From an optimization exercise on the open Yosys and OpenROAD flow, aimed at small area, a short achievable clock period and few clock cycles per item; shortcuts taken in it are not production practice.
Function was checked by simulation only, so behaviour that the tests miss may differ from the original.

[flow/design.v]
module sin_coeff_lut (
    input  logic [14:0] x,
    output logic [15:0] m3,
    output logic [3:0]  m2,
    output logic        m2ok
);
assign m3 = 16'(x >= 15'h657c) + 16'(x >= 15'h6df4) + 16'(x >= 15'h745c)
          + 16'(x >= 15'h799a) + 16'(x >= 15'h7e1c);
logic [15:1] t;
assign t[1] = x >= 15'h2a96;
assign t[2] = x >= 15'h3063;
assign t[3] = x >= 15'h3443;
assign t[4] = x >= 15'h3756;
assign t[5] = x >= 15'h39bc;
assign t[6] = x >= 15'h3bf5;
assign t[7] = x >= 15'h3dd5;
assign t[8] = x >= 15'h3f54;
assign t[9] = x >= 15'h40ea;
assign t[10] = x >= 15'h425e;
assign t[11] = x >= 15'h4382;
assign t[12] = x >= 15'h449e;
assign t[13] = x >= 15'h45b0;
assign t[14] = x >= 15'h46ba;
assign t[15] = x >= 15'h47bc;
assign m2[0] = (t[1] & ~t[2]) | (t[3] & ~t[4]) | (t[5] & ~t[6]) | (t[7] & ~t[8]) | (t[9] & ~t[10]) | (t[11] & ~t[12]) | (t[13] & ~t[14]) | t[15];
assign m2[1] = (t[2] & ~t[4]) | (t[6] & ~t[8]) | (t[10] & ~t[12]) | t[14];
assign m2[2] = (t[4] & ~t[8]) | t[12];
assign m2[3] = t[8];
assign m2ok = x < 15'h48b8;
endmodule
module sin_datapath (
    input  logic [14:0] ma,
    input  logic [7:0]  b_one,
    input  logic [7:0]  b_two,
    input  logic [6:0]  b_neg,
    input  logic [15:0] acc,
    input  logic        cadd,
    output logic [15:0] p,
    input  logic [14:0] a,
    output logic [12:0] t1
);
wire pp1 = ((b_one[0] & ma[0])) ^ b_neg[0];
wire pp2 = ((b_one[0] & ma[1]) | (b_two[0] & ma[0])) ^ b_neg[0];
wire pp3 = ((b_one[0] & ma[2]) | (b_two[0] & ma[1])) ^ b_neg[0];
wire pp4 = ((b_one[0] & ma[3]) | (b_two[0] & ma[2])) ^ b_neg[0];
wire pp5 = ((b_one[0] & ma[4]) | (b_two[0] & ma[3])) ^ b_neg[0];
wire pp6 = ((b_one[0] & ma[5]) | (b_two[0] & ma[4])) ^ b_neg[0];
wire pp7 = ((b_one[0] & ma[6]) | (b_two[0] & ma[5])) ^ b_neg[0];
wire pp8 = ((b_one[0] & ma[7]) | (b_two[0] & ma[6])) ^ b_neg[0];
wire pp9 = ((b_one[0] & ma[8]) | (b_two[0] & ma[7])) ^ b_neg[0];
wire pp10 = ((b_one[0] & ma[9]) | (b_two[0] & ma[8])) ^ b_neg[0];
wire pp11 = ((b_one[0] & ma[10]) | (b_two[0] & ma[9])) ^ b_neg[0];
wire pp12 = ((b_one[0] & ma[11]) | (b_two[0] & ma[10])) ^ b_neg[0];
wire pp13 = ((b_one[0] & ma[12]) | (b_two[0] & ma[11])) ^ b_neg[0];
wire pp14 = ((b_one[0] & ma[13]) | (b_two[0] & ma[12])) ^ b_neg[0];
wire pp15 = ((b_one[0] & ma[14]) | (b_two[0] & ma[13])) ^ b_neg[0];
wire pp16 = ((b_two[0] & ma[14])) ^ b_neg[0];
wire pp17 = ((b_one[1] & ma[0])) ^ b_neg[1];
wire pp18 = ((b_one[1] & ma[1]) | (b_two[1] & ma[0])) ^ b_neg[1];
wire pp19 = ((b_one[1] & ma[2]) | (b_two[1] & ma[1])) ^ b_neg[1];
wire pp20 = ((b_one[1] & ma[3]) | (b_two[1] & ma[2])) ^ b_neg[1];
wire pp21 = ((b_one[1] & ma[4]) | (b_two[1] & ma[3])) ^ b_neg[1];
wire pp22 = ((b_one[1] & ma[5]) | (b_two[1] & ma[4])) ^ b_neg[1];
wire pp23 = ((b_one[1] & ma[6]) | (b_two[1] & ma[5])) ^ b_neg[1];
wire pp24 = ((b_one[1] & ma[7]) | (b_two[1] & ma[6])) ^ b_neg[1];
wire pp25 = ((b_one[1] & ma[8]) | (b_two[1] & ma[7])) ^ b_neg[1];
wire pp26 = ((b_one[1] & ma[9]) | (b_two[1] & ma[8])) ^ b_neg[1];
wire pp27 = ((b_one[1] & ma[10]) | (b_two[1] & ma[9])) ^ b_neg[1];
wire pp28 = ((b_one[1] & ma[11]) | (b_two[1] & ma[10])) ^ b_neg[1];
wire pp29 = ((b_one[1] & ma[12]) | (b_two[1] & ma[11])) ^ b_neg[1];
wire pp30 = ((b_one[1] & ma[13]) | (b_two[1] & ma[12])) ^ b_neg[1];
wire pp31 = ((b_one[1] & ma[14]) | (b_two[1] & ma[13])) ^ b_neg[1];
wire pp32 = ((b_two[1] & ma[14])) ^ b_neg[1];
wire pp33 = ((b_one[2] & ma[0])) ^ b_neg[2];
wire pp34 = ((b_one[2] & ma[1]) | (b_two[2] & ma[0])) ^ b_neg[2];
wire pp35 = ((b_one[2] & ma[2]) | (b_two[2] & ma[1])) ^ b_neg[2];
wire pp36 = ((b_one[2] & ma[3]) | (b_two[2] & ma[2])) ^ b_neg[2];
wire pp37 = ((b_one[2] & ma[4]) | (b_two[2] & ma[3])) ^ b_neg[2];
wire pp38 = ((b_one[2] & ma[5]) | (b_two[2] & ma[4])) ^ b_neg[2];
wire pp39 = ((b_one[2] & ma[6]) | (b_two[2] & ma[5])) ^ b_neg[2];
wire pp40 = ((b_one[2] & ma[7]) | (b_two[2] & ma[6])) ^ b_neg[2];
wire pp41 = ((b_one[2] & ma[8]) | (b_two[2] & ma[7])) ^ b_neg[2];
wire pp42 = ((b_one[2] & ma[9]) | (b_two[2] & ma[8])) ^ b_neg[2];
wire pp43 = ((b_one[2] & ma[10]) | (b_two[2] & ma[9])) ^ b_neg[2];
wire pp44 = ((b_one[2] & ma[11]) | (b_two[2] & ma[10])) ^ b_neg[2];
wire pp45 = ((b_one[2] & ma[12]) | (b_two[2] & ma[11])) ^ b_neg[2];
wire pp46 = ((b_one[2] & ma[13]) | (b_two[2] & ma[12])) ^ b_neg[2];
wire pp47 = ((b_one[2] & ma[14]) | (b_two[2] & ma[13])) ^ b_neg[2];
wire pp48 = ((b_two[2] & ma[14])) ^ b_neg[2];
wire pp49 = ((b_one[3] & ma[0])) ^ b_neg[3];
wire pp50 = ((b_one[3] & ma[1]) | (b_two[3] & ma[0])) ^ b_neg[3];
wire pp51 = ((b_one[3] & ma[2]) | (b_two[3] & ma[1])) ^ b_neg[3];
wire pp52 = ((b_one[3] & ma[3]) | (b_two[3] & ma[2])) ^ b_neg[3];
wire pp53 = ((b_one[3] & ma[4]) | (b_two[3] & ma[3])) ^ b_neg[3];
wire pp54 = ((b_one[3] & ma[5]) | (b_two[3] & ma[4])) ^ b_neg[3];
wire pp55 = ((b_one[3] & ma[6]) | (b_two[3] & ma[5])) ^ b_neg[3];
wire pp56 = ((b_one[3] & ma[7]) | (b_two[3] & ma[6])) ^ b_neg[3];
wire pp57 = ((b_one[3] & ma[8]) | (b_two[3] & ma[7])) ^ b_neg[3];
wire pp58 = ((b_one[3] & ma[9]) | (b_two[3] & ma[8])) ^ b_neg[3];
wire pp59 = ((b_one[3] & ma[10]) | (b_two[3] & ma[9])) ^ b_neg[3];
wire pp60 = ((b_one[3] & ma[11]) | (b_two[3] & ma[10])) ^ b_neg[3];
wire pp61 = ((b_one[3] & ma[12]) | (b_two[3] & ma[11])) ^ b_neg[3];
wire pp62 = ((b_one[3] & ma[13]) | (b_two[3] & ma[12])) ^ b_neg[3];
wire pp63 = ((b_one[3] & ma[14]) | (b_two[3] & ma[13])) ^ b_neg[3];
wire pp64 = ((b_two[3] & ma[14])) ^ b_neg[3];
wire pp65 = ((b_one[4] & ma[0])) ^ b_neg[4];
wire pp66 = ((b_one[4] & ma[1]) | (b_two[4] & ma[0])) ^ b_neg[4];
wire pp67 = ((b_one[4] & ma[2]) | (b_two[4] & ma[1])) ^ b_neg[4];
wire pp68 = ((b_one[4] & ma[3]) | (b_two[4] & ma[2])) ^ b_neg[4];
wire pp69 = ((b_one[4] & ma[4]) | (b_two[4] & ma[3])) ^ b_neg[4];
wire pp70 = ((b_one[4] & ma[5]) | (b_two[4] & ma[4])) ^ b_neg[4];
wire pp71 = ((b_one[4] & ma[6]) | (b_two[4] & ma[5])) ^ b_neg[4];
wire pp72 = ((b_one[4] & ma[7]) | (b_two[4] & ma[6])) ^ b_neg[4];
wire pp73 = ((b_one[4] & ma[8]) | (b_two[4] & ma[7])) ^ b_neg[4];
wire pp74 = ((b_one[4] & ma[9]) | (b_two[4] & ma[8])) ^ b_neg[4];
wire pp75 = ((b_one[4] & ma[10]) | (b_two[4] & ma[9])) ^ b_neg[4];
wire pp76 = ((b_one[4] & ma[11]) | (b_two[4] & ma[10])) ^ b_neg[4];
wire pp77 = ((b_one[4] & ma[12]) | (b_two[4] & ma[11])) ^ b_neg[4];
wire pp78 = ((b_one[4] & ma[13]) | (b_two[4] & ma[12])) ^ b_neg[4];
wire pp79 = ((b_one[4] & ma[14]) | (b_two[4] & ma[13])) ^ b_neg[4];
wire pp80 = ((b_two[4] & ma[14])) ^ b_neg[4];
wire pp81 = ((b_one[5] & ma[0])) ^ b_neg[5];
wire pp82 = ((b_one[5] & ma[1]) | (b_two[5] & ma[0])) ^ b_neg[5];
wire pp83 = ((b_one[5] & ma[2]) | (b_two[5] & ma[1])) ^ b_neg[5];
wire pp84 = ((b_one[5] & ma[3]) | (b_two[5] & ma[2])) ^ b_neg[5];
wire pp85 = ((b_one[5] & ma[4]) | (b_two[5] & ma[3])) ^ b_neg[5];
wire pp86 = ((b_one[5] & ma[5]) | (b_two[5] & ma[4])) ^ b_neg[5];
wire pp87 = ((b_one[5] & ma[6]) | (b_two[5] & ma[5])) ^ b_neg[5];
wire pp88 = ((b_one[5] & ma[7]) | (b_two[5] & ma[6])) ^ b_neg[5];
wire pp89 = ((b_one[5] & ma[8]) | (b_two[5] & ma[7])) ^ b_neg[5];
wire pp90 = ((b_one[5] & ma[9]) | (b_two[5] & ma[8])) ^ b_neg[5];
wire pp91 = ((b_one[5] & ma[10]) | (b_two[5] & ma[9])) ^ b_neg[5];
wire pp92 = ((b_one[5] & ma[11]) | (b_two[5] & ma[10])) ^ b_neg[5];
wire pp93 = ((b_one[5] & ma[12]) | (b_two[5] & ma[11])) ^ b_neg[5];
wire pp94 = ((b_one[5] & ma[13]) | (b_two[5] & ma[12])) ^ b_neg[5];
wire pp95 = ((b_one[5] & ma[14]) | (b_two[5] & ma[13])) ^ b_neg[5];
wire pp96 = ((b_two[5] & ma[14])) ^ b_neg[5];
wire pp97 = ((b_one[6] & ma[0])) ^ b_neg[6];
wire pp98 = ((b_one[6] & ma[1]) | (b_two[6] & ma[0])) ^ b_neg[6];
wire pp99 = ((b_one[6] & ma[2]) | (b_two[6] & ma[1])) ^ b_neg[6];
wire pp100 = ((b_one[6] & ma[3]) | (b_two[6] & ma[2])) ^ b_neg[6];
wire pp101 = ((b_one[6] & ma[4]) | (b_two[6] & ma[3])) ^ b_neg[6];
wire pp102 = ((b_one[6] & ma[5]) | (b_two[6] & ma[4])) ^ b_neg[6];
wire pp103 = ((b_one[6] & ma[6]) | (b_two[6] & ma[5])) ^ b_neg[6];
wire pp104 = ((b_one[6] & ma[7]) | (b_two[6] & ma[6])) ^ b_neg[6];
wire pp105 = ((b_one[6] & ma[8]) | (b_two[6] & ma[7])) ^ b_neg[6];
wire pp106 = ((b_one[6] & ma[9]) | (b_two[6] & ma[8])) ^ b_neg[6];
wire pp107 = ((b_one[6] & ma[10]) | (b_two[6] & ma[9])) ^ b_neg[6];
wire pp108 = ((b_one[6] & ma[11]) | (b_two[6] & ma[10])) ^ b_neg[6];
wire pp109 = ((b_one[6] & ma[12]) | (b_two[6] & ma[11])) ^ b_neg[6];
wire pp110 = ((b_one[6] & ma[13]) | (b_two[6] & ma[12])) ^ b_neg[6];
wire pp111 = ((b_one[6] & ma[14]) | (b_two[6] & ma[13])) ^ b_neg[6];
wire pp112 = ((b_two[6] & ma[14])) ^ b_neg[6];
wire pp113 = (b_one[7] & ma[0]);
wire pp114 = (b_one[7] & ma[1]) | (b_two[7] & ma[0]);
wire pp115 = (b_one[7] & ma[2]) | (b_two[7] & ma[1]);
wire pp116 = (b_one[7] & ma[3]) | (b_two[7] & ma[2]);
wire pp117 = (b_one[7] & ma[4]) | (b_two[7] & ma[3]);
wire pp118 = (b_one[7] & ma[5]) | (b_two[7] & ma[4]);
wire pp119 = (b_one[7] & ma[6]) | (b_two[7] & ma[5]);
wire pp120 = (b_one[7] & ma[7]) | (b_two[7] & ma[6]);
wire pp121 = (b_one[7] & ma[8]) | (b_two[7] & ma[7]);
wire pp122 = (b_one[7] & ma[9]) | (b_two[7] & ma[8]);
wire pp123 = (b_one[7] & ma[10]) | (b_two[7] & ma[9]);
wire pp124 = (b_one[7] & ma[11]) | (b_two[7] & ma[10]);
wire pp125 = (b_one[7] & ma[12]) | (b_two[7] & ma[11]);
wire pp126 = (b_one[7] & ma[13]) | (b_two[7] & ma[12]);
wire pp127 = (b_one[7] & ma[14]) | (b_two[7] & ma[13]);
wire pp128 = (b_two[7] & ma[14]);
wire s129, c129;
sin_ha u129 (.a(pp9), .b(pp23), .s(s129), .co(c129));
wire s130, c130;
sin_ha u130 (.a(pp10), .b(pp24), .s(s130), .co(c130));
wire s131, c131;
sin_fa u131 (.a(pp11), .b(pp25), .c(pp39), .s(s131), .co(c131));
wire s132, c132;
sin_ha u132 (.a(pp53), .b(pp67), .s(s132), .co(c132));
wire s133, c133;
sin_fa u133 (.a(pp12), .b(pp26), .c(pp40), .s(s133), .co(c133));
wire s134, c134;
sin_ha u134 (.a(pp54), .b(pp68), .s(s134), .co(c134));
wire s135, c135;
sin_fa u135 (.a(pp13), .b(pp27), .c(pp41), .s(s135), .co(c135));
wire s136, c136;
sin_fa u136 (.a(pp55), .b(pp69), .c(pp83), .s(s136), .co(c136));
wire s137, c137;
sin_ha u137 (.a(pp97), .b(b_neg[6]), .s(s137), .co(c137));
wire s138, c138;
sin_fa u138 (.a(pp14), .b(pp28), .c(pp42), .s(s138), .co(c138));
wire s139, c139;
sin_fa u139 (.a(pp56), .b(pp70), .c(pp84), .s(s139), .co(c139));
wire s140, c140;
sin_ha u140 (.a(pp98), .b(cadd), .s(s140), .co(c140));
wire s141, c141;
sin_fa u141 (.a(pp15), .b(pp29), .c(pp43), .s(s141), .co(c141));
wire s142, c142;
sin_fa u142 (.a(pp57), .b(pp71), .c(pp85), .s(s142), .co(c142));
wire s143, c143;
sin_fa u143 (.a(pp99), .b(pp113), .c(cadd), .s(s143), .co(c143));
wire s144, c144;
sin_fa u144 (.a(pp16), .b(pp30), .c(pp44), .s(s144), .co(c144));
wire s145, c145;
sin_fa u145 (.a(pp58), .b(pp72), .c(pp86), .s(s145), .co(c145));
wire s146, c146;
sin_fa u146 (.a(pp100), .b(pp114), .c(acc[0]), .s(s146), .co(c146));
wire s147, c147;
sin_fa u147 (.a(b_neg[0]), .b(pp31), .c(pp45), .s(s147), .co(c147));
wire s148, c148;
sin_fa u148 (.a(pp59), .b(pp73), .c(pp87), .s(s148), .co(c148));
wire s149, c149;
sin_fa u149 (.a(pp101), .b(pp115), .c(acc[1]), .s(s149), .co(c149));
wire s150, c150;
sin_fa u150 (.a(b_neg[0]), .b(pp32), .c(pp46), .s(s150), .co(c150));
wire s151, c151;
sin_fa u151 (.a(pp60), .b(pp74), .c(pp88), .s(s151), .co(c151));
wire s152, c152;
sin_fa u152 (.a(pp102), .b(pp116), .c(acc[2]), .s(s152), .co(c152));
wire s153, c153;
sin_fa u153 (.a(~b_neg[0]), .b(~b_neg[1]), .c(pp47), .s(s153), .co(c153));
wire s154, c154;
sin_fa u154 (.a(pp61), .b(pp75), .c(pp89), .s(s154), .co(c154));
wire s155, c155;
sin_fa u155 (.a(pp103), .b(pp117), .c(acc[3]), .s(s155), .co(c155));
wire s156, c156;
sin_fa u156 (.a(pp48), .b(pp62), .c(pp76), .s(s156), .co(c156));
wire s157, c157;
sin_fa u157 (.a(pp90), .b(pp104), .c(pp118), .s(s157), .co(c157));
wire s158 = ~acc[4];
wire s159, c159;
sin_fa u159 (.a(~b_neg[2]), .b(pp63), .c(pp77), .s(s159), .co(c159));
wire s160, c160;
sin_fa u160 (.a(pp91), .b(pp105), .c(pp119), .s(s160), .co(c160));
wire s161, c161;
sin_fa u161 (.a(pp64), .b(pp78), .c(pp92), .s(s161), .co(c161));
wire s162, c162;
sin_ha u162 (.a(pp106), .b(pp120), .s(s162), .co(c162));
wire s163, c163;
sin_fa u163 (.a(~b_neg[3]), .b(pp79), .c(pp93), .s(s163), .co(c163));
wire s164, c164;
sin_ha u164 (.a(pp80), .b(pp94), .s(s164), .co(c164));
wire s165, c165;
sin_ha u165 (.a(pp5), .b(pp19), .s(s165), .co(c165));
wire s166, c166;
sin_ha u166 (.a(pp6), .b(pp20), .s(s166), .co(c166));
wire s167, c167;
sin_fa u167 (.a(pp7), .b(pp21), .c(pp35), .s(s167), .co(c167));
wire s168, c168;
sin_ha u168 (.a(pp49), .b(b_neg[3]), .s(s168), .co(c168));
wire s169, c169;
sin_fa u169 (.a(pp8), .b(pp22), .c(pp36), .s(s169), .co(c169));
wire s170, c170;
sin_ha u170 (.a(pp50), .b(cadd), .s(s170), .co(c170));
wire s171, c171;
sin_fa u171 (.a(s129), .b(pp37), .c(pp51), .s(s171), .co(c171));
wire s172, c172;
sin_fa u172 (.a(pp65), .b(b_neg[4]), .c(cadd), .s(s172), .co(c172));
wire s173, c173;
sin_fa u173 (.a(s130), .b(pp38), .c(pp52), .s(s173), .co(c173));
wire s174, c174;
sin_fa u174 (.a(pp66), .b(cadd), .c(c129), .s(s174), .co(c174));
wire s175, c175;
sin_fa u175 (.a(s131), .b(s132), .c(pp81), .s(s175), .co(c175));
wire s176, c176;
sin_fa u176 (.a(b_neg[5]), .b(cadd), .c(c130), .s(s176), .co(c176));
wire s177, c177;
sin_fa u177 (.a(s133), .b(s134), .c(pp82), .s(s177), .co(c177));
wire s178, c178;
sin_fa u178 (.a(cadd), .b(c131), .c(c132), .s(s178), .co(c178));
wire s179, c179;
sin_fa u179 (.a(s135), .b(s136), .c(s137), .s(s179), .co(c179));
wire s180, c180;
sin_fa u180 (.a(cadd), .b(c133), .c(c134), .s(s180), .co(c180));
wire s181, c181;
sin_fa u181 (.a(s138), .b(s139), .c(s140), .s(s181), .co(c181));
wire s182, c182;
sin_fa u182 (.a(c135), .b(c136), .c(c137), .s(s182), .co(c182));
wire s183, c183;
sin_fa u183 (.a(s141), .b(s142), .c(s143), .s(s183), .co(c183));
wire s184, c184;
sin_fa u184 (.a(c138), .b(c139), .c(c140), .s(s184), .co(c184));
wire s185, c185;
sin_fa u185 (.a(s144), .b(s145), .c(s146), .s(s185), .co(c185));
wire s186, c186;
sin_fa u186 (.a(c141), .b(c142), .c(c143), .s(s186), .co(c186));
wire s187, c187;
sin_fa u187 (.a(s147), .b(s148), .c(s149), .s(s187), .co(c187));
wire s188, c188;
sin_fa u188 (.a(c144), .b(c145), .c(c146), .s(s188), .co(c188));
wire s189, c189;
sin_fa u189 (.a(s150), .b(s151), .c(s152), .s(s189), .co(c189));
wire s190, c190;
sin_fa u190 (.a(c147), .b(c148), .c(c149), .s(s190), .co(c190));
wire s191, c191;
sin_fa u191 (.a(s153), .b(s154), .c(s155), .s(s191), .co(c191));
wire s192, c192;
sin_fa u192 (.a(c150), .b(c151), .c(c152), .s(s192), .co(c192));
wire s193, c193;
sin_fa u193 (.a(s156), .b(s157), .c(s158), .s(s193), .co(c193));
wire s194, c194;
sin_fa u194 (.a(c153), .b(c154), .c(c155), .s(s194), .co(c194));
wire s195, c195;
sin_fa u195 (.a(s159), .b(s160), .c(acc[5]), .s(s195), .co(c195));
wire s196, c196;
sin_fa u196 (.a(c156), .b(c157), .c(acc[4]), .s(s196), .co(c196));
wire s197, c197;
sin_fa u197 (.a(s161), .b(s162), .c(acc[6]), .s(s197), .co(c197));
wire s198 = ~(c159 ^ c160);
wire c199 = c159 | c160;
wire s200, c200;
sin_fa u200 (.a(s163), .b(pp107), .c(pp121), .s(s200), .co(c200));
wire s201, c201;
sin_fa u201 (.a(acc[7]), .b(c161), .c(c162), .s(s201), .co(c201));
wire s202, c202;
sin_fa u202 (.a(s164), .b(pp108), .c(pp122), .s(s202), .co(c202));
wire s203 = ~(acc[8] ^ c163);
wire c204 = acc[8] | c163;
wire s205, c205;
sin_fa u205 (.a(~b_neg[4]), .b(pp95), .c(pp109), .s(s205), .co(c205));
wire s206, c206;
sin_fa u206 (.a(pp123), .b(acc[9]), .c(c164), .s(s206), .co(c206));
wire s207, c207;
sin_fa u207 (.a(pp96), .b(pp110), .c(pp124), .s(s207), .co(c207));
wire s208 = ~acc[10];
wire s209, c209;
sin_fa u209 (.a(~b_neg[5]), .b(pp111), .c(pp125), .s(s209), .co(c209));
wire s210, c210;
sin_ha u210 (.a(pp112), .b(pp126), .s(s210), .co(c210));
wire s211, c211;
sin_ha u211 (.a(pp3), .b(pp17), .s(s211), .co(c211));
wire s212, c212;
sin_ha u212 (.a(pp4), .b(pp18), .s(s212), .co(c212));
wire s213, c213;
sin_fa u213 (.a(s165), .b(pp33), .c(b_neg[2]), .s(s213), .co(c213));
wire s214, c214;
sin_fa u214 (.a(s166), .b(pp34), .c(cadd), .s(s214), .co(c214));
wire s215, c215;
sin_fa u215 (.a(s167), .b(s168), .c(cadd), .s(s215), .co(c215));
wire s216, c216;
sin_fa u216 (.a(s169), .b(s170), .c(c167), .s(s216), .co(c216));
wire s217, c217;
sin_fa u217 (.a(s171), .b(s172), .c(c169), .s(s217), .co(c217));
wire s218, c218;
sin_fa u218 (.a(s173), .b(s174), .c(c171), .s(s218), .co(c218));
wire s219, c219;
sin_fa u219 (.a(s175), .b(s176), .c(c173), .s(s219), .co(c219));
wire s220, c220;
sin_fa u220 (.a(s177), .b(s178), .c(c175), .s(s220), .co(c220));
wire s221, c221;
sin_fa u221 (.a(s179), .b(s180), .c(c177), .s(s221), .co(c221));
wire s222, c222;
sin_fa u222 (.a(s181), .b(s182), .c(c179), .s(s222), .co(c222));
wire s223, c223;
sin_fa u223 (.a(s183), .b(s184), .c(c181), .s(s223), .co(c223));
wire s224, c224;
sin_fa u224 (.a(s185), .b(s186), .c(c183), .s(s224), .co(c224));
wire s225, c225;
sin_fa u225 (.a(s187), .b(s188), .c(c185), .s(s225), .co(c225));
wire s226, c226;
sin_fa u226 (.a(s189), .b(s190), .c(c187), .s(s226), .co(c226));
wire s227, c227;
sin_fa u227 (.a(s191), .b(s192), .c(c189), .s(s227), .co(c227));
wire s228, c228;
sin_fa u228 (.a(s193), .b(s194), .c(c191), .s(s228), .co(c228));
wire s229, c229;
sin_fa u229 (.a(s195), .b(s196), .c(c193), .s(s229), .co(c229));
wire s230, c230;
sin_fa u230 (.a(s197), .b(s198), .c(c195), .s(s230), .co(c230));
wire s231, c231;
sin_fa u231 (.a(s200), .b(s201), .c(c197), .s(s231), .co(c231));
wire s232, c232;
sin_fa u232 (.a(s202), .b(s203), .c(c200), .s(s232), .co(c232));
wire s233, c233;
sin_fa u233 (.a(s205), .b(s206), .c(c202), .s(s233), .co(c233));
wire s234, c234;
sin_fa u234 (.a(s207), .b(s208), .c(c205), .s(s234), .co(c234));
wire s235, c235;
sin_fa u235 (.a(s209), .b(acc[11]), .c(c207), .s(s235), .co(c235));
wire s236 = ~(s210 ^ acc[12]);
wire c237 = s210 | acc[12];
wire s238, c238;
sin_fa u238 (.a(~b_neg[6]), .b(pp127), .c(acc[13]), .s(s238), .co(c238));
wire s239, c239;
sin_ha u239 (.a(pp128), .b(acc[14]), .s(s239), .co(c239));
wire s240, c240;
sin_ha u240 (.a(pp1), .b(b_neg[0]), .s(s240), .co(c240));
wire s241, c241;
sin_ha u241 (.a(pp2), .b(cadd), .s(s241), .co(c241));
wire s242, c242;
sin_fa u242 (.a(s211), .b(b_neg[1]), .c(cadd), .s(s242), .co(c242));
wire s243, c243;
sin_fa u243 (.a(s212), .b(cadd), .c(c211), .s(s243), .co(c243));
wire s244, c244;
sin_fa u244 (.a(s213), .b(cadd), .c(c212), .s(s244), .co(c244));
wire s245, c245;
sin_fa u245 (.a(s214), .b(c165), .c(c213), .s(s245), .co(c245));
wire s246, c246;
sin_fa u246 (.a(s215), .b(c166), .c(c214), .s(s246), .co(c246));
wire s247, c247;
sin_fa u247 (.a(s216), .b(c168), .c(c215), .s(s247), .co(c247));
wire s248, c248;
sin_fa u248 (.a(s217), .b(c170), .c(c216), .s(s248), .co(c248));
wire s249, c249;
sin_fa u249 (.a(s218), .b(c172), .c(c217), .s(s249), .co(c249));
wire s250, c250;
sin_fa u250 (.a(s219), .b(c174), .c(c218), .s(s250), .co(c250));
wire s251, c251;
sin_fa u251 (.a(s220), .b(c176), .c(c219), .s(s251), .co(c251));
wire s252, c252;
sin_fa u252 (.a(s221), .b(c178), .c(c220), .s(s252), .co(c252));
wire s253, c253;
sin_fa u253 (.a(s222), .b(c180), .c(c221), .s(s253), .co(c253));
wire s254, c254;
sin_fa u254 (.a(s223), .b(c182), .c(c222), .s(s254), .co(c254));
wire s255, c255;
sin_fa u255 (.a(s224), .b(c184), .c(c223), .s(s255), .co(c255));
wire s256, c256;
sin_fa u256 (.a(s225), .b(c186), .c(c224), .s(s256), .co(c256));
wire s257, c257;
sin_fa u257 (.a(s226), .b(c188), .c(c225), .s(s257), .co(c257));
wire s258, c258;
sin_fa u258 (.a(s227), .b(c190), .c(c226), .s(s258), .co(c258));
wire s259, c259;
sin_fa u259 (.a(s228), .b(c192), .c(c227), .s(s259), .co(c259));
wire s260, c260;
sin_fa u260 (.a(s229), .b(c194), .c(c228), .s(s260), .co(c260));
wire s261, c261;
sin_fa u261 (.a(s230), .b(c196), .c(c229), .s(s261), .co(c261));
wire s262, c262;
sin_fa u262 (.a(s231), .b(c199), .c(c230), .s(s262), .co(c262));
wire s263, c263;
sin_fa u263 (.a(s232), .b(c201), .c(c231), .s(s263), .co(c263));
wire s264, c264;
sin_fa u264 (.a(s233), .b(c204), .c(c232), .s(s264), .co(c264));
wire s265, c265;
sin_fa u265 (.a(s234), .b(c206), .c(c233), .s(s265), .co(c265));
wire s266, c266;
sin_fa u266 (.a(s235), .b(acc[10]), .c(c234), .s(s266), .co(c266));
wire s267, c267;
sin_fa u267 (.a(s236), .b(c209), .c(c235), .s(s267), .co(c267));
wire s268, c268;
sin_fa u268 (.a(s238), .b(c210), .c(c237), .s(s268), .co(c268));
wire s269 = ~(s239 ^ c238);
wire c270 = s239 | c238;
wire s271 = ~(acc[15] ^ c239);
wire c272 = acc[15] | c239;
wire [30:0] pa = {s271, s269, s268, s267, s266, s265, s264, s263, s262, s261, s260, s259, s258, s257, s256, s255, s254, s253, s252, s251, s250, s249, s248, s247, s246, s245, s244, s243, s242, s241, s240};
wire [30:0] pb = {c270, c268, c267, c266, c265, c264, c263, c262, c261, c260, c259, c258, c257, c256, c255, c254, c253, c252, c251, c250, c249, c248, c247, c246, c245, c244, c243, c242, c241, c240, cadd};
wire [30:0] ps;
assign ps[14:0] = 15'd0;
sin_add31 add (.a(pa), .b(pb), .s(ps[30:15]));
assign p = ps[30:15];
wire s100001, c100001;
sin_ha u100001 (.a(a[12]), .b(a[10]), .s(s100001), .co(c100001));
wire s100002, c100002;
sin_fa u100002 (.a(a[13]), .b(a[11]), .c(a[9]), .s(s100002), .co(c100002));
wire s100003, c100003;
sin_fa u100003 (.a(a[14]), .b(a[12]), .c(a[10]), .s(s100003), .co(c100003));
wire s100004, c100004;
sin_ha u100004 (.a(a[13]), .b(a[11]), .s(s100004), .co(c100004));
wire s100005, c100005;
sin_ha u100005 (.a(a[14]), .b(a[12]), .s(s100005), .co(c100005));
wire s100006, c100006;
sin_ha u100006 (.a(a[8]), .b(a[6]), .s(s100006), .co(c100006));
wire s100007, c100007;
sin_fa u100007 (.a(a[9]), .b(a[7]), .c(a[5]), .s(s100007), .co(c100007));
wire s100008, c100008;
sin_fa u100008 (.a(a[10]), .b(a[8]), .c(a[6]), .s(s100008), .co(c100008));
wire s100009, c100009;
sin_ha u100009 (.a(a[4]), .b(a[2]), .s(s100009), .co(c100009));
wire s100010, c100010;
sin_fa u100010 (.a(a[11]), .b(a[9]), .c(a[7]), .s(s100010), .co(c100010));
wire s100011, c100011;
sin_fa u100011 (.a(a[5]), .b(a[3]), .c(a[1]), .s(s100011), .co(c100011));
wire s100012, c100012;
sin_fa u100012 (.a(s100001), .b(a[8]), .c(a[6]), .s(s100012), .co(c100012));
wire s100013, c100013;
sin_fa u100013 (.a(a[4]), .b(a[2]), .c(a[0]), .s(s100013), .co(c100013));
wire s100014, c100014;
sin_fa u100014 (.a(s100002), .b(a[7]), .c(a[5]), .s(s100014), .co(c100014));
wire s100015, c100015;
sin_fa u100015 (.a(a[3]), .b(a[1]), .c(c100001), .s(s100015), .co(c100015));
wire s100016, c100016;
sin_fa u100016 (.a(s100003), .b(a[8]), .c(a[6]), .s(s100016), .co(c100016));
wire s100017, c100017;
sin_fa u100017 (.a(a[4]), .b(a[2]), .c(c100002), .s(s100017), .co(c100017));
wire s100018, c100018;
sin_fa u100018 (.a(s100004), .b(a[9]), .c(a[7]), .s(s100018), .co(c100018));
wire s100019, c100019;
sin_fa u100019 (.a(a[5]), .b(a[3]), .c(c100003), .s(s100019), .co(c100019));
wire s100020, c100020;
sin_fa u100020 (.a(s100005), .b(a[10]), .c(a[8]), .s(s100020), .co(c100020));
wire s100021, c100021;
sin_fa u100021 (.a(a[6]), .b(a[4]), .c(c100004), .s(s100021), .co(c100021));
wire s100022, c100022;
sin_fa u100022 (.a(a[13]), .b(a[11]), .c(a[9]), .s(s100022), .co(c100022));
wire s100023, c100023;
sin_fa u100023 (.a(a[7]), .b(a[5]), .c(c100005), .s(s100023), .co(c100023));
wire s100024, c100024;
sin_fa u100024 (.a(a[14]), .b(a[12]), .c(a[10]), .s(s100024), .co(c100024));
wire s100025, c100025;
sin_ha u100025 (.a(a[8]), .b(a[6]), .s(s100025), .co(c100025));
wire s100026, c100026;
sin_fa u100026 (.a(a[13]), .b(a[11]), .c(a[9]), .s(s100026), .co(c100026));
wire s100027, c100027;
sin_ha u100027 (.a(a[14]), .b(a[12]), .s(s100027), .co(c100027));
wire s100028, c100028;
sin_ha u100028 (.a(a[6]), .b(a[4]), .s(s100028), .co(c100028));
wire s100029, c100029;
sin_fa u100029 (.a(a[7]), .b(a[5]), .c(a[3]), .s(s100029), .co(c100029));
wire s100030, c100030;
sin_fa u100030 (.a(s100006), .b(a[4]), .c(a[2]), .s(s100030), .co(c100030));
wire s100031, c100031;
sin_fa u100031 (.a(s100007), .b(a[3]), .c(a[1]), .s(s100031), .co(c100031));
wire s100032, c100032;
sin_fa u100032 (.a(s100008), .b(s100009), .c(a[0]), .s(s100032), .co(c100032));
wire s100033, c100033;
sin_fa u100033 (.a(s100010), .b(s100011), .c(c100008), .s(s100033), .co(c100033));
wire s100034, c100034;
sin_fa u100034 (.a(s100012), .b(s100013), .c(c100010), .s(s100034), .co(c100034));
wire s100035, c100035;
sin_fa u100035 (.a(s100014), .b(s100015), .c(c100012), .s(s100035), .co(c100035));
wire s100036, c100036;
sin_fa u100036 (.a(s100016), .b(s100017), .c(c100014), .s(s100036), .co(c100036));
wire s100037, c100037;
sin_fa u100037 (.a(s100018), .b(s100019), .c(c100016), .s(s100037), .co(c100037));
wire s100038, c100038;
sin_fa u100038 (.a(s100020), .b(s100021), .c(c100018), .s(s100038), .co(c100038));
wire s100039, c100039;
sin_fa u100039 (.a(s100022), .b(s100023), .c(c100020), .s(s100039), .co(c100039));
wire s100040, c100040;
sin_fa u100040 (.a(s100024), .b(s100025), .c(c100022), .s(s100040), .co(c100040));
wire s100041, c100041;
sin_fa u100041 (.a(s100026), .b(a[7]), .c(c100024), .s(s100041), .co(c100041));
wire s100042, c100042;
sin_fa u100042 (.a(s100027), .b(a[10]), .c(a[8]), .s(s100042), .co(c100042));
wire s100043, c100043;
sin_fa u100043 (.a(a[13]), .b(a[11]), .c(a[9]), .s(s100043), .co(c100043));
wire s100044, c100044;
sin_ha u100044 (.a(a[14]), .b(a[12]), .s(s100044), .co(c100044));
wire s100045, c100045;
sin_ha u100045 (.a(a[4]), .b(a[2]), .s(s100045), .co(c100045));
wire s100046, c100046;
sin_fa u100046 (.a(a[5]), .b(a[3]), .c(a[1]), .s(s100046), .co(c100046));
wire s100047, c100047;
sin_fa u100047 (.a(s100028), .b(a[2]), .c(a[0]), .s(s100047), .co(c100047));
wire s100048, c100048;
sin_fa u100048 (.a(s100029), .b(a[1]), .c(c100028), .s(s100048), .co(c100048));
wire s100049, c100049;
sin_fa u100049 (.a(s100030), .b(a[0]), .c(c100029), .s(s100049), .co(c100049));
wire s100050, c100050;
sin_fa u100050 (.a(s100031), .b(c100006), .c(c100030), .s(s100050), .co(c100050));
wire s100051, c100051;
sin_fa u100051 (.a(s100032), .b(c100007), .c(c100031), .s(s100051), .co(c100051));
wire s100052, c100052;
sin_fa u100052 (.a(s100033), .b(c100009), .c(c100032), .s(s100052), .co(c100052));
wire s100053, c100053;
sin_fa u100053 (.a(s100034), .b(c100011), .c(c100033), .s(s100053), .co(c100053));
wire s100054, c100054;
sin_fa u100054 (.a(s100035), .b(c100013), .c(c100034), .s(s100054), .co(c100054));
wire s100055, c100055;
sin_fa u100055 (.a(s100036), .b(c100015), .c(c100035), .s(s100055), .co(c100055));
wire s100056, c100056;
sin_fa u100056 (.a(s100037), .b(c100017), .c(c100036), .s(s100056), .co(c100056));
wire s100057, c100057;
sin_fa u100057 (.a(s100038), .b(c100019), .c(c100037), .s(s100057), .co(c100057));
wire s100058, c100058;
sin_fa u100058 (.a(s100039), .b(c100021), .c(c100038), .s(s100058), .co(c100058));
wire s100059, c100059;
sin_fa u100059 (.a(s100040), .b(c100023), .c(c100039), .s(s100059), .co(c100059));
wire s100060, c100060;
sin_fa u100060 (.a(s100041), .b(c100025), .c(c100040), .s(s100060), .co(c100060));
wire s100061, c100061;
sin_fa u100061 (.a(s100042), .b(c100026), .c(c100041), .s(s100061), .co(c100061));
wire s100062, c100062;
sin_fa u100062 (.a(s100043), .b(c100027), .c(c100042), .s(s100062), .co(c100062));
wire s100063, c100063;
sin_fa u100063 (.a(s100044), .b(a[10]), .c(c100043), .s(s100063), .co(c100063));
wire s100064, c100064;
sin_fa u100064 (.a(a[13]), .b(a[11]), .c(c100044), .s(s100064), .co(c100064));
wire s100065, c100065;
sin_ha u100065 (.a(a[14]), .b(a[12]), .s(s100065), .co(c100065));
wire [27:0] t1w_a = {1'b0, a[14], a[13], s100065, s100064, s100063, s100062, s100061, s100060, s100059, s100058, s100057, s100056, s100055, s100054, s100053, s100052, s100051, s100050, s100049, s100048, s100047, s100046, s100045, a[3], a[2], a[1], a[0]};
wire [27:0] t1w_b = {1'b0, 1'b0, c100065, c100064, c100063, c100062, c100061, c100060, c100059, c100058, c100057, c100056, c100055, c100054, c100053, c100052, c100051, c100050, c100049, c100048, c100047, c100046, c100045, a[0], a[1], a[0], 1'b0, 1'b0};
wire [27:0] t1w_s = t1w_a + t1w_b;
wire [12:0] t1w = t1w_s[27:15];
assign t1 = t1w;
endmodule
module sin_fa (
    input  logic a,
    input  logic b,
    input  logic c,
    output logic s,
    output logic co
);
assign s  = a ^ b ^ c;
assign co = (a & b) | (a & c) | (b & c);
endmodule
module sin_ha (
    input  logic a,
    input  logic b,
    output logic s,
    output logic co
);
assign s  = a ^ b;
assign co = a & b;
endmodule
module sin_add31 (
    input  logic [30:0] a,
    input  logic [30:0] b,
    output logic [15:0] s
);
logic [30:0] p, g;
assign p = a ^ b;
assign g = a & b;
wire gg1 = g[1] | (p[1] & g[0]);
wire gg2 = g[3] | (p[3] & g[2]);
wire pp2 = p[3] & p[2];
wire gg3 = g[5] | (p[5] & g[4]);
wire pp3 = p[5] & p[4];
wire gg4 = g[7] | (p[7] & g[6]);
wire pp4 = p[7] & p[6];
wire gg5 = g[9] | (p[9] & g[8]);
wire pp5 = p[9] & p[8];
wire gg6 = g[11] | (p[11] & g[10]);
wire pp6 = p[11] & p[10];
wire gg7 = g[13] | (p[13] & g[12]);
wire pp7 = p[13] & p[12];
wire gg8 = g[15] | (p[15] & g[14]);
wire pp8 = p[15] & p[14];
wire gg9 = g[17] | (p[17] & g[16]);
wire pp9 = p[17] & p[16];
wire gg10 = g[19] | (p[19] & g[18]);
wire pp10 = p[19] & p[18];
wire gg11 = g[21] | (p[21] & g[20]);
wire pp11 = p[21] & p[20];
wire gg12 = g[23] | (p[23] & g[22]);
wire pp12 = p[23] & p[22];
wire gg13 = g[25] | (p[25] & g[24]);
wire pp13 = p[25] & p[24];
wire gg14 = g[27] | (p[27] & g[26]);
wire pp14 = p[27] & p[26];
wire gg15 = g[29] | (p[29] & g[28]);
wire pp15 = p[29] & p[28];
wire gg16 = g[2] | (p[2] & gg1);
wire gg17 = gg2 | (pp2 & gg1);
wire gg18 = g[6] | (p[6] & gg3);
wire pp18 = p[6] & pp3;
wire gg19 = gg4 | (pp4 & gg3);
wire pp19 = pp4 & pp3;
wire gg20 = g[10] | (p[10] & gg5);
wire pp20 = p[10] & pp5;
wire gg21 = gg6 | (pp6 & gg5);
wire pp21 = pp6 & pp5;
wire gg22 = g[14] | (p[14] & gg7);
wire pp22 = p[14] & pp7;
wire gg23 = gg8 | (pp8 & gg7);
wire pp23 = pp8 & pp7;
wire gg24 = g[18] | (p[18] & gg9);
wire pp24 = p[18] & pp9;
wire gg25 = gg10 | (pp10 & gg9);
wire pp25 = pp10 & pp9;
wire gg26 = g[22] | (p[22] & gg11);
wire pp26 = p[22] & pp11;
wire gg27 = gg12 | (pp12 & gg11);
wire pp27 = pp12 & pp11;
wire gg28 = g[26] | (p[26] & gg13);
wire pp28 = p[26] & pp13;
wire gg29 = gg14 | (pp14 & gg13);
wire pp29 = pp14 & pp13;
wire gg30 = g[30] | (p[30] & gg15);
wire pp30 = p[30] & pp15;
wire gg31 = g[4] | (p[4] & gg17);
wire gg32 = gg3 | (pp3 & gg17);
wire gg33 = gg18 | (pp18 & gg17);
wire gg34 = gg19 | (pp19 & gg17);
wire gg35 = g[12] | (p[12] & gg21);
wire pp35 = p[12] & pp21;
wire gg36 = gg7 | (pp7 & gg21);
wire pp36 = pp7 & pp21;
wire gg37 = gg22 | (pp22 & gg21);
wire pp37 = pp22 & pp21;
wire gg38 = gg23 | (pp23 & gg21);
wire pp38 = pp23 & pp21;
wire gg39 = g[20] | (p[20] & gg25);
wire pp39 = p[20] & pp25;
wire gg40 = gg11 | (pp11 & gg25);
wire pp40 = pp11 & pp25;
wire gg41 = gg26 | (pp26 & gg25);
wire pp41 = pp26 & pp25;
wire gg42 = gg27 | (pp27 & gg25);
wire pp42 = pp27 & pp25;
wire gg43 = g[28] | (p[28] & gg29);
wire pp43 = p[28] & pp29;
wire gg44 = gg15 | (pp15 & gg29);
wire pp44 = pp15 & pp29;
wire gg45 = gg30 | (pp30 & gg29);
wire pp45 = pp30 & pp29;
wire gg46 = g[8] | (p[8] & gg34);
wire gg47 = gg5 | (pp5 & gg34);
wire gg48 = gg20 | (pp20 & gg34);
wire gg49 = gg21 | (pp21 & gg34);
wire gg50 = gg35 | (pp35 & gg34);
wire gg51 = gg36 | (pp36 & gg34);
wire gg52 = gg37 | (pp37 & gg34);
wire gg53 = gg38 | (pp38 & gg34);
wire gg54 = g[24] | (p[24] & gg42);
wire pp54 = p[24] & pp42;
wire gg55 = gg13 | (pp13 & gg42);
wire pp55 = pp13 & pp42;
wire gg56 = gg28 | (pp28 & gg42);
wire pp56 = pp28 & pp42;
wire gg57 = gg29 | (pp29 & gg42);
wire pp57 = pp29 & pp42;
wire gg58 = gg43 | (pp43 & gg42);
wire pp58 = pp43 & pp42;
wire gg59 = gg44 | (pp44 & gg42);
wire pp59 = pp44 & pp42;
wire gg60 = gg45 | (pp45 & gg42);
wire pp60 = pp45 & pp42;
wire gg61 = g[16] | (p[16] & gg53);
wire gg62 = gg9 | (pp9 & gg53);
wire gg63 = gg24 | (pp24 & gg53);
wire gg64 = gg25 | (pp25 & gg53);
wire gg65 = gg39 | (pp39 & gg53);
wire gg66 = gg40 | (pp40 & gg53);
wire gg67 = gg41 | (pp41 & gg53);
wire gg68 = gg42 | (pp42 & gg53);
wire gg69 = gg54 | (pp54 & gg53);
wire gg70 = gg55 | (pp55 & gg53);
wire gg71 = gg56 | (pp56 & gg53);
wire gg72 = gg57 | (pp57 & gg53);
wire gg73 = gg58 | (pp58 & gg53);
wire gg74 = gg59 | (pp59 & gg53);
wire gg75 = gg60 | (pp60 & gg53);
assign s = {p[30] ^ gg74, p[29] ^ gg73, p[28] ^ gg72, p[27] ^ gg71, p[26] ^ gg70, p[25] ^ gg69, p[24] ^ gg68, p[23] ^ gg67, p[22] ^ gg66, p[21] ^ gg65, p[20] ^ gg64, p[19] ^ gg63, p[18] ^ gg62, p[17] ^ gg61, p[16] ^ gg53, p[15] ^ gg52};
endmodule
module sin (
    input  logic        clk,
    input  logic        rst_n,
    input  logic [15:0] x,
    input  logic        start,
    output logic [15:0] result,
    output logic        done
);
logic [4:1]  st;
logic [14:0] ra, bnext;
logic [7:0]  b_one, b_two, n_one, n_two;
logic [6:0]  b_neg, n_neg;
logic [12:0] t1;
logic [15:0] acc, p, m3, xsum, koff;
logic [2:0]  m3r;
logic [3:0]  m2s, m2r;
logic        m2ok;
logic        zero, lng, med, lngr, medr;
assign zero = x[14:0] < 15'h0748;     
assign lng  = ~m2ok;                  
assign med  = ~zero & ~lng;           
always_ff @(posedge clk) begin
    lngr <= lng;
    medr <= med;
end
always_ff @(posedge clk or negedge rst_n) begin
    if (!rst_n) begin
        st <= 4'b0000;
    end else begin
        st <= {st[3], st[2] & lngr, st[1], done & start & ~zero};
    end
end
assign done = ~|st;
sin_coeff_lut lut (.x(x[14:0]), .m3(m3), .m2(m2s), .m2ok(m2ok));
assign acc = (st[4] | (st[2] & medr)) ? result : 16'h0000;
sin_datapath datapath (.ma(ra), .b_one(b_one), .b_two(b_two), .b_neg(b_neg), .acc(acc), .cadd(st[2] & medr), .p(p),
                       .a(ra), .t1(t1));
always_comb begin
    if (st[1])      bnext = {2'b00, t1};
    else if (st[2]) bnext = 15'h0666;
    else if (done)  bnext = x[14:0];
    else            bnext = result[14:0];
end
sin_booth_enc enc (.b(bnext), .one(n_one), .two(n_two), .neg(n_neg));
sin_offset offset (.m2(m2r), .m1({1'b0, ra} & {16{st[3]}}), .m3(m3r), .k(koff));
assign xsum = {1'b0, x[14:0]} + koff;
always_ff @(posedge clk) begin
    ra    <= done ? x[14:0] : p[14:0];
    b_one <= n_one;
    b_two <= n_two;
    b_neg <= n_neg ^ {7{st[1] & medr}};    
    m3r   <= m3[2:0];
    m2r   <= m2ok ? m2s : 4'd0;
end
always_ff @(posedge clk) begin
    if (done & start) result <= {1'b0, x[14:0]};
    if ((st[1] & medr) | st[3]) result <= xsum;
    if ((st[1] & lngr) | (st[2] & medr) | st[4]) result <= p;
end
endmodule
module sin_booth_enc (
    input  logic [14:0] b,
    output logic [7:0]  one,
    output logic [7:0]  two,
    output logic [6:0]  neg
);
logic [16:0] e;
assign e = {1'b0, b, 1'b0};
always_comb begin
    for (int i = 0; i < 8; i++) begin
        one[i] = e[2*i+1] ^ e[2*i];
        two[i] = (e[2*i+2] & ~e[2*i+1] & ~e[2*i]) | (~e[2*i+2] & e[2*i+1] & e[2*i]);
    end
    for (int i = 0; i < 7; i++) neg[i] = e[2*i+2];
end
endmodule
module sin_offset (
    input  logic [3:0]  m2,
    input  logic [15:0] m1,
    input  logic [2:0]  m3,
    output logic [15:0] k
);
assign k = {12'b0, m2} - m1 - {13'b0, m3};
endmodule
[flow/constraint.sdc]
create_clock -name core_clock -period 9.5 [get_ports {clk}]
set_input_delay 1.9000 -clock core_clock [delete_from_list [all_inputs] [get_ports {clk}]]
set_output_delay 1.9000 -clock core_clock [all_outputs]
set_load 0.01 [all_outputs]
[flow/config.mk]
export PLATFORM = sky130hd
export DESIGN_NAME = sin
export DESIGN_NICKNAME = sin
export VERILOG_FILES = /design/flow/design.v
export SDC_FILE = /design/flow/constraint.sdc
export NUM_CORES = 4
export LEC_CHECK = 0
export CAP_MARGIN = 20
export CORE_MARGIN = 2
export CORE_UTILIZATION = 40
export SETUP_SLACK_MARGIN = 4.0
export SLEW_MARGIN = 20
export SYNTH_HIERARCHICAL = 1
export SYNTH_MINIMUM_KEEP_SIZE = 0
[flow/run.sh]
#!/bin/bash
# synth_recipe.tcl (not shown) runs the flow's synth.tcl, then flattens the netlist and writes it again
# the make line also repeats each setting of config.mk as NAME=value (left out here)
make -C /OpenROAD-flow-scripts/flow DESIGN_CONFIG=/design/flow/config.mk WORK_HOME=/design/flow/orfs CLKGATE_MAP_FILE= SYNTH_SCRIPT=/design/flow/synth_recipe.tcl finish
==> impl_metrics.yaml, run 1 <==
route:
  drt_first_pass_iters: 6
  routed_wl_um: 40810
  drc: 0
  vias_per_cell: 5.913
  vias: 11390
  antenna_left: 0
  wl_per_cell_um: 21.18
  drt_iter0_markers: 993
setup_path:
  crit_start: "ra[9]"
  crit_required_ps: 9590
  cp-end-kind: "flip-flop"
  arrival_ps: 5440
  rr_worst_depth: 20
  worstSetupEndpoint: "result[15]"
  reg2reg_setup_slack_ps: 4150
  reg2reg_from: "ra[9]"
  rr_endpoint: "result[15]"
  start_kind: "flip-flop"
  critical_path_class: "flip-flop to flip-flop"
  crit_fanout: 7
sta:
  finalSetupViolations: 0
  min_period_ps: 5349
  grt_setup_unrepaired: "yes"
  hold_slack_ps: 477.3
  finClkSkew_ps: 8.853
  period_share_pct: 56.30
  finalMaxSlewViolations: 0
  worst_pin_slew_ps: 914.2
  max_slew_margin_pct: 38.88
  hold_violations: 0
  fin_tns_setup_ps: 0
  max_freq_ghz: 0.1870
floorplan:
  rows: 67
  die-area_um2: 35190
  io_pins: 36
  die_w_um: 187.6
  core_area_um2: 33360
  fp.dieH_um: 187.6
  start_util_pct: 40.41
synth:
  yosysWarnings: 8
  syn_avg_cell_area_um2: 9.153
  synthCells: 1473
  syn_area_um2: 13480
  synth_nets: 1787
clocking:
  clock_path_buffers: 2
  cts_hold_buffers: 0
  cts.sinks: 67
  clkTransAtPathRegs_ps: 60
  cts_tree: "built"
  insertion_delay_ps: 350
  htree_num_levels: 3
  root_buffer: "clkbuf_16"
  cts_made_buffers: 9
final_layout:
  fin_area_um2: 15210
  drive_gt1_share_pct: 12.31
  final_cell_mix: "172 x fa_1, 146 x xnor2_1, 117 x nand2_1, 112 x ha_1, 92 x a22oi_1"
  finalNonFillerCells: 1927
  final_nets: 1788
  n_fill_cell: 3273
  syn_to_final_growth_pct: 12.79
  mostFrequentLayoutCell: "fa_1"
  diodes: 0
placement:
  place_hpwl_um: 28790
  placed_cell_area_um2: 14070
  gp_congestion: 0.8798
  place_inst: 1876
  port_buffers: 34
global_routing:
  grt_max_degree: 29
  track_usage_pct: 22.88
  grt_pass1_wl_um: 63440
  grt_overflow: 0
  antenna_found_initial: 0
  grt_pass1_vias: 11380
status:
  outcome: "no timing/DRC/antenna violations"
min_path:
  min_path_type: "flip-flop to flip-flop"
job:
  max-cap-violations: 0
## through the flow
step	utilization (%)	worst slack [ps]
after floorplan	-	4029
after global placement	42.16	3455
after detailed placement	42.16	3396
after CTS	43.52	4005
after global routing	45.57	3940
final	45.57	4151
## area by class of cell
type	instances	area, um2	area share (%)
clock inverters	6	40.04	0.2633
inverters	79	309.0	2.032
flip-flops and latches	67	1624	10.68
repair buffers	97	1075	7.068
well taps	448	560.5	3.686
multi-input cells	1220	11370	74.76
clock buffers	10	229.0	1.506
## worst max-delay path, stage by stage, from the launching register on
cell,delay [ps]
dfxtp_4,390
clkbuf_4,220
buf_4,170
a22oi_1,200
xnor2_1,120
fa_1,590
fa_1,460
fa_1,530
fa_1,490
ha_1,230
a21o_1,190
a21oi_2,210
o221ai_1,180
nand2_1,170
o21a_2,210
o21ai_1,90
xnor2_1,150
nand2_1,90
o41ai_1,100
a31oi_1,180
nand3_1,120
## layer usage
layer,global-route usage [%],part of all wire (%)
met3,3.013,7.1
met2,36.70,46
met1,32.22,44
met4,6.784,2.4
met5,0,0
## worst min path at each step
| stage | startpoint | endpoint | slack [ps] | cells past startpoint |
|---|---|---|---|---|
| detailed placement | lngr | st[3] | 470 | 1 |
| global route | lngr | st[3] | 500 | 1 |
| finish | lngr | st[3] | 480 | 1 |
| floorplan | st[1] | st[2] | 350 | 0 |
| global placement | lngr | st[3] | 460 | 1 |
| CTS | lngr | st[3] | 480 | 1 |
## flip-flops by register name (all words and copies together) (netlist names)
signal / count
b_two: 8
m3r: 3
result: 16
m2r: 4
b_one: 8
medr: 1
ra: 15
b_neg: 7
st: 4
lngr: 1
## timing repair
item                       CTS  global route
cloned                       0             5
resized for setup           52            78
buffers inserted             2            28
setup endpoints to repair   40            24
pin swaps                    2            42
Testbench counts, summed over its fixed seeds: cycles 1,428, items 384.
==> run 2, diff against run 1 <==
--- a/flow/design.v
+++ b/flow/design.v
@@ -749,3 +749,4 @@
 logic [12:0] t1;
-logic [15:0] acc, p, m3, xsum, koff;
+logic [15:0] acc, p, m3, rslow;
+logic        selp;
 logic [2:0]  m3r;
@@ -780,4 +781,5 @@
 sin_booth_enc enc (.b(bnext), .one(n_one), .two(n_two), .neg(n_neg));
-sin_offset offset (.m2(m2r), .m1({1'b0, ra} & {16{st[3]}}), .m3(m3r), .k(koff));
-assign xsum = {1'b0, x[14:0]} + koff;
+assign selp = (st[1] & lngr) | (st[2] & medr) | st[4];
+sin_rsel rsel (.start(done & start), .med(st[1] & medr), .x(x[14:0]), .result(result), .ra(ra),
+               .m2(m2r), .m3(m3r), .r(rslow));
 always_ff @(posedge clk) begin
@@ -788,8 +790,6 @@
     m3r   <= m3[2:0];
-    m2r   <= m2ok ? m2s : 4'd0;
+    m2r   <= m2s;
 end
 always_ff @(posedge clk) begin
-    if (done & start) result <= {1'b0, x[14:0]};
-    if ((st[1] & medr) | st[3]) result <= xsum;
-    if ((st[1] & lngr) | (st[2] & medr) | st[4]) result <= p;
+    if ((done & start) | (st[1] & medr) | st[3] | selp) result <= selp ? p : rslow;
 end
@@ -812,9 +812,17 @@
 endmodule
-module sin_offset (
+module sin_rsel (
+    input  logic        start,
+    input  logic        med,
+    input  logic [14:0] x,
+    input  logic [15:0] result,
+    input  logic [14:0] ra,
     input  logic [3:0]  m2,
-    input  logic [15:0] m1,
     input  logic [2:0]  m3,
-    output logic [15:0] k
+    output logic [15:0] r
 );
-assign k = {12'b0, m2} - m1 - {13'b0, m3};
+always_comb begin
+    if (start)    r = {1'b0, x};
+    else if (med) r = result + {12'b0, m2};
+    else          r = {1'b0, x} - {1'b0, ra} - {13'b0, m3};
+end
 endmodule
==> impl_metrics.yaml, run 2 <==
status:
  outcome: "no timing/DRC/antenna violations"
route:
  vias: 10530
  highest_layer: "met4"
  wl_per_cell_um: 21.13
  wl_met3_um: 2393
  vias_per_cell: 5.765
  drt_first_pass_iters: 5
  met1_length_um: 17270
  drt_iter0_markers: 829
  wl_met2_um: 17940
  antenna_left: 0
  routed_wl_um: 38580
  drc: 0
sta:
  grt_setup_unrepaired: "yes"
  max_freq_ghz: 0.1856
  finClkSkew_ps: 7.522
  finalSetupViolations: 0
  period_share_pct: 56.72
  fin_tns_setup_ps: 0
  max_slew_margin_pct: 36.42
  finalMaxSlewViolations: 0
  worst_pin_slew_ps: 948.7
  hold_violations: 0
  min_period_ps: 5389
clocking:
  cts.sinks: 67
  cts_hold_buffers: 0
  clock_path_buffers: 2
  cts_made_buffers: 9
  htree_num_levels: 3
  clkTransAtPathRegs_ps: 60
  insertion_delay_ps: 330
  cts_tree: "built"
  root_buffer: "clkbuf_16"
floorplan:
  fp.dieH_um: 186.5
  rows: 66
  start_util_pct: 40.82
  core_area_um2: 32620
  die_w_um: 186.5
  io_pins: 36
  die-area_um2: 34760
global_routing:
  grt_pass1_vias: 10870
  grt_pass1_wl_um: 60750
  grt_overflow: 0
  grt_max_degree: 25
  antenna_found_initial: 0
  track_usage_pct: 21.94
job:
  max-cap-violations: 0
placement:
  port_buffers: 34
  place_hpwl_um: 27700
  place_inst: 1796
  gp_congestion: 0.8790
final_layout:
  diodes: 0
  syn_to_final_growth_pct: 11.17
  finalNonFillerCells: 1826
  mostFrequentLayoutCell: "fa_1"
  largest_registers: "result x16, ra x15"
  n_fill_cell: 3105
  final_cell_mix: "175 x fa_1, 150 x xnor2_1, 120 x ha_1, 102 x a22oi_1, 95 x inv_1"
  largest_register_ff_count: 16
  drive_gt1_share_pct: 11.34
  top_register: "result"
  final_nets: 1693
  final_core_util_pct: 45.38
setup_path:
  rr_worst_depth: 14
  crit_fanout: 15
  cp-end-kind: "flip-flop"
  start_kind: "flip-flop"
  critical_path_class: "flip-flop to flip-flop"
  arrival_ps: 5470
  crit_required_ps: 9590
synth:
  syn_avg_cell_area_um2: 9.628
  syn_area_um2: 13320
  synth_nets: 1697
  yosysWarnings: 9
  synthCells: 1383
min_path:
  hold_depth: 0
  min_path_type: "flip-flop to flip-flop"
run 2: metal layers:
metal	vias up	GRT usage, %
met5	-	0
li1	4888	-
met3	61	2.219
met4	0	7.326
met2	385	35.85
met1	5192	30.51
run 2: path summary, 6_finish.rpt:
path / startpoint / end / slack [ps]
min in group asynchronous: rst_n / st[2] / 1800
setup / recovery: b_two[7] / result[11] / 4110
hold / removal: st[3] / st[4] / 430
hold reg to reg: st[3] / st[4] / 430
max in group asynchronous: rst_n / st[4] / 7490
setup reg to reg: b_two[7] / result[11] / 4110
run 2: cell type report:
cell class	instances	area, um2	share of cell area (%)
Tap cell	442	553.0	3.736
Multi-Input combinational cell	1127	11070	74.80
Sequential cell	67	1593	10.76
Clock inverter	4	53.80	0.3635
Clock buffer	12	267.8	1.809
Inverter	96	360.3	2.434
Timing Repair Buffer	78	903.4	6.103
run 2: stage by stage:
| stage | setup slack (ps) | hold WS (ps) | area [um2] |
|---|---|---|---|
| final | 4111 | 434.2 | 14800 |
| after global routing | 3944 | 446.1 | 14800 |
| after CTS | 3985 | 432.5 | 14410 |
| after detailed placement | 3292 | 417.1 | 13990 |
| after global placement | 3273 | 410.3 | 13990 |
| after floorplan | 4092 | 348.7 | 13320 |
run 2: critical path, stage by stage (launching register included):
cell	delay, ps
dfxtp_1	760
a22o_1	290
fa_1	460
fa_1	490
fa_1	560
fa_1	530
ha_1	390
a21o_1	180
a21oi_1	300
o221ai_1	190
nand2_1	130
o21a_1	250
a21oi_1	110
xor2_1	210
mux2_4	290
run 2: timing repair:
item                                    CTS  global route
cloned                                    0             3
pin swaps                                 0            10
setup buffers                             0            11
endpoints found under the setup margin   46            41
resized for setup                        40            61
Testbench counts of run 2, summed over its fixed seeds: cycles 1,428, items 384.
==> run 3, diff against run 2 <==
--- a/flow/config.mk
+++ b/flow/config.mk
@@ -7,2 +7,3 @@
 export LEC_CHECK = 0
+export ABC_AREA = 1
 export CAP_MARGIN = 20
==> impl_metrics.yaml, run 3 <==
route:
  drt_first_pass_iters: 6
  vias_per_cell: 5.331
  vias: 13620
  routed_wl_um: 45670
  wl_per_cell_um: 17.88
  antenna_left: 0
  drt_iter0_markers: 1139
  drc: 0
placement:
  gp_congestion: 0.9343
  place_hpwl_um: 36170
  port_buffers: 34
clocking:
  clkTransAtPathRegs_ps: 60
  cts_made_buffers: 9
  cts_hold_buffers: 0
  cts.sinks: 67
  root_buffer: "clkbuf_16"
  insertion_delay_ps: 340
  cts_tree: "built"
  clock_path_buffers: 2
  htree_num_levels: 3
sta:
  max_slew_margin_pct: 37.76
  finClkSkew_ps: 8.395
  worst_pin_slew_ps: 930.7
  fin_tns_setup_ps: 0
  grt_setup_unrepaired: "yes"
  min_period_ps: 5293
  period_share_pct: 55.71
  hold_violations: 0
  finalSetupViolations: 0
  finalMaxSlewViolations: 0
  max_freq_ghz: 0.1889
final_layout:
  mostFrequentLayoutCell: "nand2_1"
  n_fill_cell: 3735
  top_register: "result"
  largest_register_ff_count: 16
  final_cell_mix: "483 x nand2_1, 321 x inv_1, 175 x fa_1, 156 x nor2_1, 126 x xor2_1"
  final_nets: 2396
  diodes: 0
  drive_gt1_share_pct: 10.11
  syn_to_final_growth_pct: 9.265
  largest_registers: "result x16, ra x15"
setup_path:
  crit_required_ps: 9680
  cpLargestDelayFamily: "adder cells"
  start_kind: "flip-flop"
  reg2reg_from: "ra[14]"
  cp-end-kind: "flip-flop"
  cpMaxStageDelayCell: "fa_1"
  arrival_ps: 5480
  max_stage_delay_ps: 520
  critical_path_class: "flip-flop to flip-flop"
  path_buf_inv: 4
  path_cells: "buf_8, clkinvlp_4, o22ai_1, xor2_1, fa_1, fa_1, fa_1, fa_1, ha_1, nand3_2, nor3_2, nand2_1, nand2_4, inv_1, fa_1, xnor2_1, inv_1, o21ai_0"
  cp_common_cell: "fa_1"
  crit_fanout: 18
  crit_start: "ra[14]"
synth:
  syn_area_um2: 14840
  synthCells: 2052
  syn_avg_cell_area_um2: 7.233
  synth_nets: 2366
  yosysWarnings: 9
status:
  outcome: "no timing/DRC/antenna violations"
floorplan:
  die_w_um: 196.6
  io_pins: 36
  start_util_pct: 40.54
  rows: 70
  core_area_um2: 36610
  die-area_um2: 38660
  fp.dieH_um: 196.6
global_routing:
  antenna_found_initial: 0
  grt_pass1_wl_um: 73780
  track_usage_pct: 24.42
  grt_pass1_vias: 13600
  grt_overflow: 0
  grt_max_degree: 33
min_path:
  min_path_type: "flip-flop to flip-flop"
  worstHoldStart: "st[3]"
job:
  max-cap-violations: 0
[run 3: final timing paths]
path	depth (start not counted)	slack, ps	end
worst min register to register	0	380	st[4]
worst max-delay path	18	4210	result[2]
worst max register to register	18	4210	result[2]
max in group asynchronous	1	7510	st[2]
worst min-delay path	0	380	st[4]
min in group asynchronous	1	1790	st[1]
[run 3: layout make-up]
class,instances,area [um2],share of cell area (%)
multi-input cells,1559,11600,71.51
flip-flops and latches,67,1574,9.706
inverters,354,1386,8.549
repair buffers,91,779.5,4.807
well taps,468,585.6,3.611
clock buffers,11,264.0,1.628
clock inverters,5,31.28,0.1929
[run 3: timing repair]
action / in CTS / in global routing
pin swaps: 1 / 1
endpoints found under the hold margin: 0 / 0
setup buffers: 31 / 18
endpoints found under the setup margin: 27 / 20
gates resized for setup: 42 / 6
[run 3: layer usage]
layer | wire length (um) | up-vias | global-route usage [%]
li1 | - | 6554 | -
met1 | 19660 | 6488 | 32.60
met2 | 21560 | 494 | 41.59
met3 | 2913 | 84 | 2.447
met4 | 1532 | 0 | 8.076
met5 | 0 | - | 0
[run 3: metrics by stage]
step / setup slack [ps] / hold slack (ps) / utilization (%) / instances / instance area [um2]
final: 4207 / 378.5 / 44.30 / 2555 / 16220
after global routing: 3976 / 391.9 / 44.30 / 2555 / 16220
after CTS: 4000 / 375.4 / 43.89 / 2537 / 16070
after detailed placement: 3351 / 362.6 / 42.15 / 2490 / 15430
after global placement: 3398 / 360.8 / 42.15 / 2490 / 15430
after floorplan: 4344 / 353.7 / - / 2052 / 14840
[run 3: worst reg2reg max path: cells and delay by family (launching register included)]
kind	cells	cell delay (ps)
xor+xnor	2	500
buf+inv	4	640
flops	1	340
compound gates	2	420
simple gates	4	490
fa+ha+maj	6	2730

## afterwards: timing with drivers on the ports
The flow's constraints put no driver on any port. The routed layouts listed below were extracted and timed again, unchanged, in two steps.
Step 1, drivers: a clkbuf_16 drives clk and a buf_2 each remaining input, both assumed.
Step 2 times the ports against the registers' clock, not the clock port: input delays grow and output delays shrink by t, the midpoint of the rising clock arrivals with the driver on.
Three values: ideal ports, drivers, drivers and shift; two values: the first two.
run	shift t [ns]	setup WS [ns]	clock arrival spread, ns	cell pins on the clock port's net
run 1	0.395	4.151 / 4.151 / 4.151	0.009 / 0.009	1
run 2	0.370	4.111 / 4.111 / 4.015	0.008 / 0.008	1
run 3	0.381	4.207 / 4.207 / 4.207	0.009 / 0.009	1
After both steps setup and hold are still met in every run listed. The setup slack of run 2, which loses most, moves by 0.000 ns with the drivers and by -0.096 ns with both steps.
